Source: an optimization exercise on an open RTL-to-GDS flow (aim: small area). Production flows keep margins and buffers that such runs may drop. The RTL was checked by simulation tests, not by an equivalence proof against the original design. No driver is modelled on the clock port, so clocking that relies on it looks cheaper here than on a real chip. Power figures rest on the tool's default switching activity, not on a simulated workload.

// vga_ycbcr
module vga_ycbcr
	(
	input           clk,
	input           reset_n,
	input  [23:0]   i_rgb,
	output [11:0]   o_hcount,
	output [11:0]   o_vcount,
	output [7:0]    o_y,
	output [7:0]    o_cb,
	output [7:0]    o_cr,
	output          o_hs,
	output          o_vs,
	output          o_de
	);
Size: ~77 I/O pins, about 6100 sq um of cells after synthesis.
clock: 10.0 ns
lec_check: 0
cap_margin: 20
core_margin: 2
core_utilization: 65
slew_margin: 20
synth_hierarchical: 1
standard.sh (not shown) runs the stock make flow with config.mk's settings and CLKGATE_MAP_FILE= SYNTH_SCRIPT=/design/flow/synth_recipe.tcl, a recipe that flattens the netlist after the stock synthesis.
==> flow/flow/run.sh <==
#!/bin/bash
# Layout flow: the standard synthesis, a netlist clean-up (flow/fixinv.py:
# same logic function, same registers) that removes inverters around full
# adders and gives combinational cells their smallest drive strength, then
# the standard ORFS flow with the ports buffered by the smallest buffer and a
# clock tree without dummy loads whose leaf buffers are sized to the slew
# (flow/post_cts.tcl).
set -euo pipefail
R=orfs/results/${FLOW_PLATFORM}/vga_ycbcr/base
LIB=$FLOW_HOME/platforms/${FLOW_PLATFORM}/lib/sky130_fd_sc_hd__tt_025C_1v80.lib

bash standard.sh synth > synth.log 2>&1

cp $R/1_2_yosys.v yosys_netlist.v
python3 flow/fixinv.py yosys_netlist.v $R/1_2_yosys.v $LIB > fixinv.log 2>&1
rm -f $R/1_synth.odb $R/1_synth.sdc

export BUFFER_PORTS_ARGS="-buffer_cell sky130_fd_sc_hd__buf_1"
export CTS_ARGS="-sink_clustering_enable -repair_clock_nets -dont_use_dummy_load -buf_list sky130_fd_sc_hd__clkbuf_4 -root_buf sky130_fd_sc_hd__clkbuf_4"
export POST_CTS_TCL=$PWD/flow/post_cts.tcl
bash standard.sh finish > layout.log 2>&1
==> flow/flow/post_cts.tcl <==
set_propagated_clock [all_clocks]
# After clock tree synthesis: every clock buffer that drives flip-flops
# starts at clkbuf_2; one whose flip-flop clock pins see a slew over 115 ps
# (estimated from placement) is replaced by the next stronger clkbuf, and
# the placement legalized again.
set clkbuf_next {sky130_fd_sc_hd__clkbuf_1 sky130_fd_sc_hd__clkbuf_2 sky130_fd_sc_hd__clkbuf_2 sky130_fd_sc_hd__clkbuf_4 sky130_fd_sc_hd__clkbuf_4 sky130_fd_sc_hd__clkbuf_8 sky130_fd_sc_hd__clkbuf_8 sky130_fd_sc_hd__clkbuf_16 sky130_fd_sc_hd__clkbuf_16 sky130_fd_sc_hd__clkbuf_16}
proc leaf_clock_buffers { } {
  set bufs {}
  foreach pin [get_pins -hierarchical */CLK] {
    set net [get_nets -of_objects $pin]
    foreach drv [get_pins -of_objects $net -filter "direction==output"] {
      set inst [get_cells -of_objects $drv]
      if { [string match "sky130_fd_sc_hd__clkbuf_*" [get_property $inst ref_name]] } {
        dict set bufs [get_full_name $inst] 1
      }
    }
  }
  return [dict keys $bufs]
}
proc upsize_slow_clock_buffers { limit } {
  global clkbuf_next
  estimate_parasitics -placement
  set bufs {}
  foreach pin [get_pins -hierarchical */CLK] {
    if { [get_property $pin slew_max] <= $limit } { continue }
    set net [get_nets -of_objects $pin]
    foreach drv [get_pins -of_objects $net -filter "direction==output"] {
      set inst [get_cells -of_objects $drv]
      dict set bufs [get_full_name $inst] [get_property $inst ref_name]
    }
  }
  set n 0
  dict for {name ref} $bufs {
    if { ![dict exists $clkbuf_next $ref] } { continue }
    set next [dict get $clkbuf_next $ref]
    if { $next ne $ref } {
      replace_cell [get_cells $name] $next
      incr n
    }
  }
  return $n
}
foreach name [leaf_clock_buffers] {
  replace_cell [get_cells $name] sky130_fd_sc_hd__clkbuf_2
}
for {set i 0} {$i < 4} {incr i} {
  set n [upsize_slow_clock_buffers 0.115]
  puts "upsized $n clock buffers"
  if { $n == 0 } { break }
}
detailed_placement
estimate_parasitics -placement
Other scripts of this flow, unchanged in this note and not shown: flow/flow/fixinv.py
The starting point ended with an error in clock tree synthesis.
Then changed:
--- a/flow/flow/run.sh
+++ b/flow/flow/run.sh
@@ -5,3 +5,3 @@
 # the standard ORFS flow with the ports buffered by the smallest buffer and a
-# clock tree without dummy loads whose leaf buffers are sized to the slew
+# clock tree without dummy loads whose slow leaf buffers are strengthened
 # (flow/post_cts.tcl).
@@ -18,3 +18,3 @@
 export BUFFER_PORTS_ARGS="-buffer_cell sky130_fd_sc_hd__buf_1"
-export CTS_ARGS="-sink_clustering_enable -repair_clock_nets -dont_use_dummy_load -buf_list sky130_fd_sc_hd__clkbuf_4 -root_buf sky130_fd_sc_hd__clkbuf_4"
+export CTS_ARGS="-sink_clustering_enable -repair_clock_nets -dont_use_dummy_load -buf_list sky130_fd_sc_hd__clkbuf_4 -root_buf sky130_fd_sc_hd__clkbuf_8"
 export POST_CTS_TCL=$PWD/flow/post_cts.tcl
==> flow/flow/post_cts.tcl (replaced) <==
set_propagated_clock [all_clocks]
# After clock tree synthesis: a clock buffer whose flip-flop clock pins see a
# slew over 115 ps (estimated from placement) is replaced by the next
# stronger clkbuf, and the placement legalized again.
proc upsize_slow_clock_buffers { limit } {
  estimate_parasitics -placement
  set bufs {}
  foreach pin [get_pins -hierarchical */CLK] {
    if { [get_property $pin slew_max] <= $limit } { continue }
    set net [get_nets -of_objects $pin]
    foreach drv [get_pins -of_objects $net -filter "direction==output"] {
      set inst [get_cells -of_objects $drv]
      dict set bufs [get_full_name $inst] [get_property $inst ref_name]
    }
  }
  set n 0
  dict for {name ref} $bufs {
    set next [dict get {sky130_fd_sc_hd__clkbuf_1 sky130_fd_sc_hd__clkbuf_2 sky130_fd_sc_hd__clkbuf_2 sky130_fd_sc_hd__clkbuf_4 sky130_fd_sc_hd__clkbuf_4 sky130_fd_sc_hd__clkbuf_8 sky130_fd_sc_hd__clkbuf_8 sky130_fd_sc_hd__clkbuf_16 sky130_fd_sc_hd__clkbuf_16 sky130_fd_sc_hd__clkbuf_16} $ref]
    if { $next ne $ref } {
      replace_cell [get_cells $name] $next
      incr n
    }
  }
  return $n
}
for {set i 0} {$i < 3} {incr i} {
  set n [upsize_slow_clock_buffers 0.115]
  puts "upsized $n clock buffers"
  if { $n == 0 } { break }
  detailed_placement
}
estimate_parasitics -placement
The changed run went through all stages and came out clean.
Synthesized cell count stays the same.
Synthesized area stays the same.
Then changed:
--- a/flow/flow/run.sh
+++ b/flow/flow/run.sh
@@ -5,3 +5,3 @@
 # the standard ORFS flow with the ports buffered by the smallest buffer and a
-# clock tree without dummy loads whose slow leaf buffers are strengthened
+# clock tree without dummy loads whose leaf buffers are sized to the slew
 # (flow/post_cts.tcl).
@@ -18,3 +18,3 @@
 export BUFFER_PORTS_ARGS="-buffer_cell sky130_fd_sc_hd__buf_1"
-export CTS_ARGS="-sink_clustering_enable -repair_clock_nets -dont_use_dummy_load -buf_list sky130_fd_sc_hd__clkbuf_4 -root_buf sky130_fd_sc_hd__clkbuf_8"
+export CTS_ARGS="-sink_clustering_enable -repair_clock_nets -dont_use_dummy_load -buf_list sky130_fd_sc_hd__clkbuf_4 -root_buf sky130_fd_sc_hd__clkbuf_4"
 export POST_CTS_TCL=$PWD/flow/post_cts.tcl
==> flow/flow/post_cts.tcl (replaced) <==
set_propagated_clock [all_clocks]
# After clock tree synthesis: every clock buffer that drives flip-flops
# starts at clkbuf_2; one whose flip-flop clock pins see a slew over 115 ps
# (estimated from placement) is replaced by the next stronger clkbuf, and
# the placement legalized again.
set ::clkbuf_next {sky130_fd_sc_hd__clkbuf_1 sky130_fd_sc_hd__clkbuf_2 sky130_fd_sc_hd__clkbuf_2 sky130_fd_sc_hd__clkbuf_4 sky130_fd_sc_hd__clkbuf_4 sky130_fd_sc_hd__clkbuf_8 sky130_fd_sc_hd__clkbuf_8 sky130_fd_sc_hd__clkbuf_16 sky130_fd_sc_hd__clkbuf_16 sky130_fd_sc_hd__clkbuf_16}
proc leaf_clock_buffers { } {
  set bufs {}
  foreach pin [get_pins -hierarchical */CLK] {
    set net [get_nets -of_objects $pin]
    foreach drv [get_pins -of_objects $net -filter "direction==output"] {
      set inst [get_cells -of_objects $drv]
      if { [string match "sky130_fd_sc_hd__clkbuf_*" [get_property $inst ref_name]] } {
        dict set bufs [get_full_name $inst] 1
      }
    }
  }
  return [dict keys $bufs]
}
proc upsize_slow_clock_buffers { limit } {

  estimate_parasitics -placement
  set bufs {}
  foreach pin [get_pins -hierarchical */CLK] {
    if { [get_property $pin slew_max] <= $limit } { continue }
    set net [get_nets -of_objects $pin]
    foreach drv [get_pins -of_objects $net -filter "direction==output"] {
      set inst [get_cells -of_objects $drv]
      dict set bufs [get_full_name $inst] [get_property $inst ref_name]
    }
  }
  set n 0
  dict for {name ref} $bufs {
    if { ![dict exists $::clkbuf_next $ref] } { continue }
    set next [dict get $::clkbuf_next $ref]
    if { $next ne $ref } {
      replace_cell [get_cells $name] $next
      incr n
    }
  }
  return $n
}
foreach name [leaf_clock_buffers] {
  replace_cell [get_cells $name] sky130_fd_sc_hd__clkbuf_2
}
for {set i 0} {$i < 4} {incr i} {
  set n [upsize_slow_clock_buffers 0.115]
  puts "upsized $n clock buffers"
  if { $n == 0 } { break }
}
detailed_placement
estimate_parasitics -placement
Outcome: The changed run finished clean. Via count barely changes. Count of clock-buffer cells in the layout stays the same. Fmax hardly moves. Final cell count does not change. Sequential share of layout area went up by 0.12 points. Routed wire length barely changes. Worst setup slack is worse by 3.6 ps. Non-clock buffer count is unchanged. Die area is unchanged. Synthesized area is unchanged. Design area hardly moves.

Setup of P:
Another version of the RTL of vga_ycbcr (not shown whole).
Size: roughly 140 flip-flops, ~77 I/O pins.
==> flow/config.mk <==
export PLATFORM = sky130hd
export DESIGN_NAME = vga_ycbcr
export DESIGN_NICKNAME = vga_ycbcr
export VERILOG_FILES = /design/flow/design.v
export SDC_FILE = /design/flow/constraint.sdc
export NUM_CORES = 4
export LEC_CHECK = 0
export CAP_MARGIN = 20
export CORE_MARGIN = 2
export CORE_UTILIZATION = 40
export CTS_BUF_LIST = sky130_fd_sc_hd__clkbuf_8 sky130_fd_sc_hd__clkbuf_4
export CTS_CLUSTER_DIAMETER = 60
export CTS_CLUSTER_SIZE = 20
export SLEW_MARGIN = 20
==> flow/constraint.sdc <==
create_clock -name core_clock -period 10.0 [get_ports {clk}]
set_input_delay 2.0000 -clock core_clock [delete_from_list [all_inputs] [get_ports {clk}]]
set_output_delay 2.0000 -clock core_clock [all_outputs]
set_load 0.01 [all_outputs]
run.sh (not shown) runs the stock make flow with config.mk's settings and CLKGATE_MAP_FILE= SYNTH_SCRIPT=/design/flow/synth_recipe.tcl, a recipe that flattens the netlist after the stock synthesis.
Stock flow here: none of the scripts above is used.
P: done, clean on timing, DRC and antenna
Modified inputs, Q compared to P
- clearing CTS_CLUSTER_SIZE, which used to be 20
- clearing CTS_BUF_LIST, which used to be sky130_fd_sc_hd__clkbuf_8 sky130_fd_sc_hd__clkbuf_4
- clearing CTS_CLUSTER_DIAMETER, which used to be 60
## What came out
[compare] base=P new=Q: proportion of power drawn by combinational gates lower; clock power rose 36%; share of power burned in registers decreased by 1.8 points relative to the old numbers; post-route standard cell area excluding fillers shows an increase of about 2.3%.
Against P as the reference, Q delivers a lower post-layout minimum cycle time.
Q vs P: leakage power figure up by a few percent
Taking P as the reference, in Q switching fraction of total power dropped 1.5 points, worst setup slack climbed 0.0068 ns, portion of the clock cycle consumed by the worst path in the final layout barely changed.
Global routing usage on met1 was lower in P than in Q.

[what the ideal ports hide]
No port has a modelled driver above. Below, the same layouts with a new extraction and two added sets of constraints.
Step 1, drivers: a clkbuf_16 drives clk and a buf_2 each remaining input, both assumed.
Step 2, shift: input delay + t, output delay - t, t = (earliest + latest rising clock arrival at the registers) / 2. This alone moves slack from input paths to output paths.
Slacks: ideal / step 1 / step 2; pairs: ideal / step 1.
| run | t (ns) | slack for setup (ns) | cell pins on the clock port's net |
|---|---|---|---|
| the second run of note 1 | 0.416 | 1.438 / 1.438 / 1.438 | 1 |
| the third run of note 1 | 0.512 | 1.434 / 1.434 / 1.434 | 1 |
| P | 0.477 | 2.557 / 2.557 / 2.557 | 1 |
| Q | 0.455 | 2.564 / 2.564 / 2.564 | 1 |
After both steps every run listed still meets setup and hold.
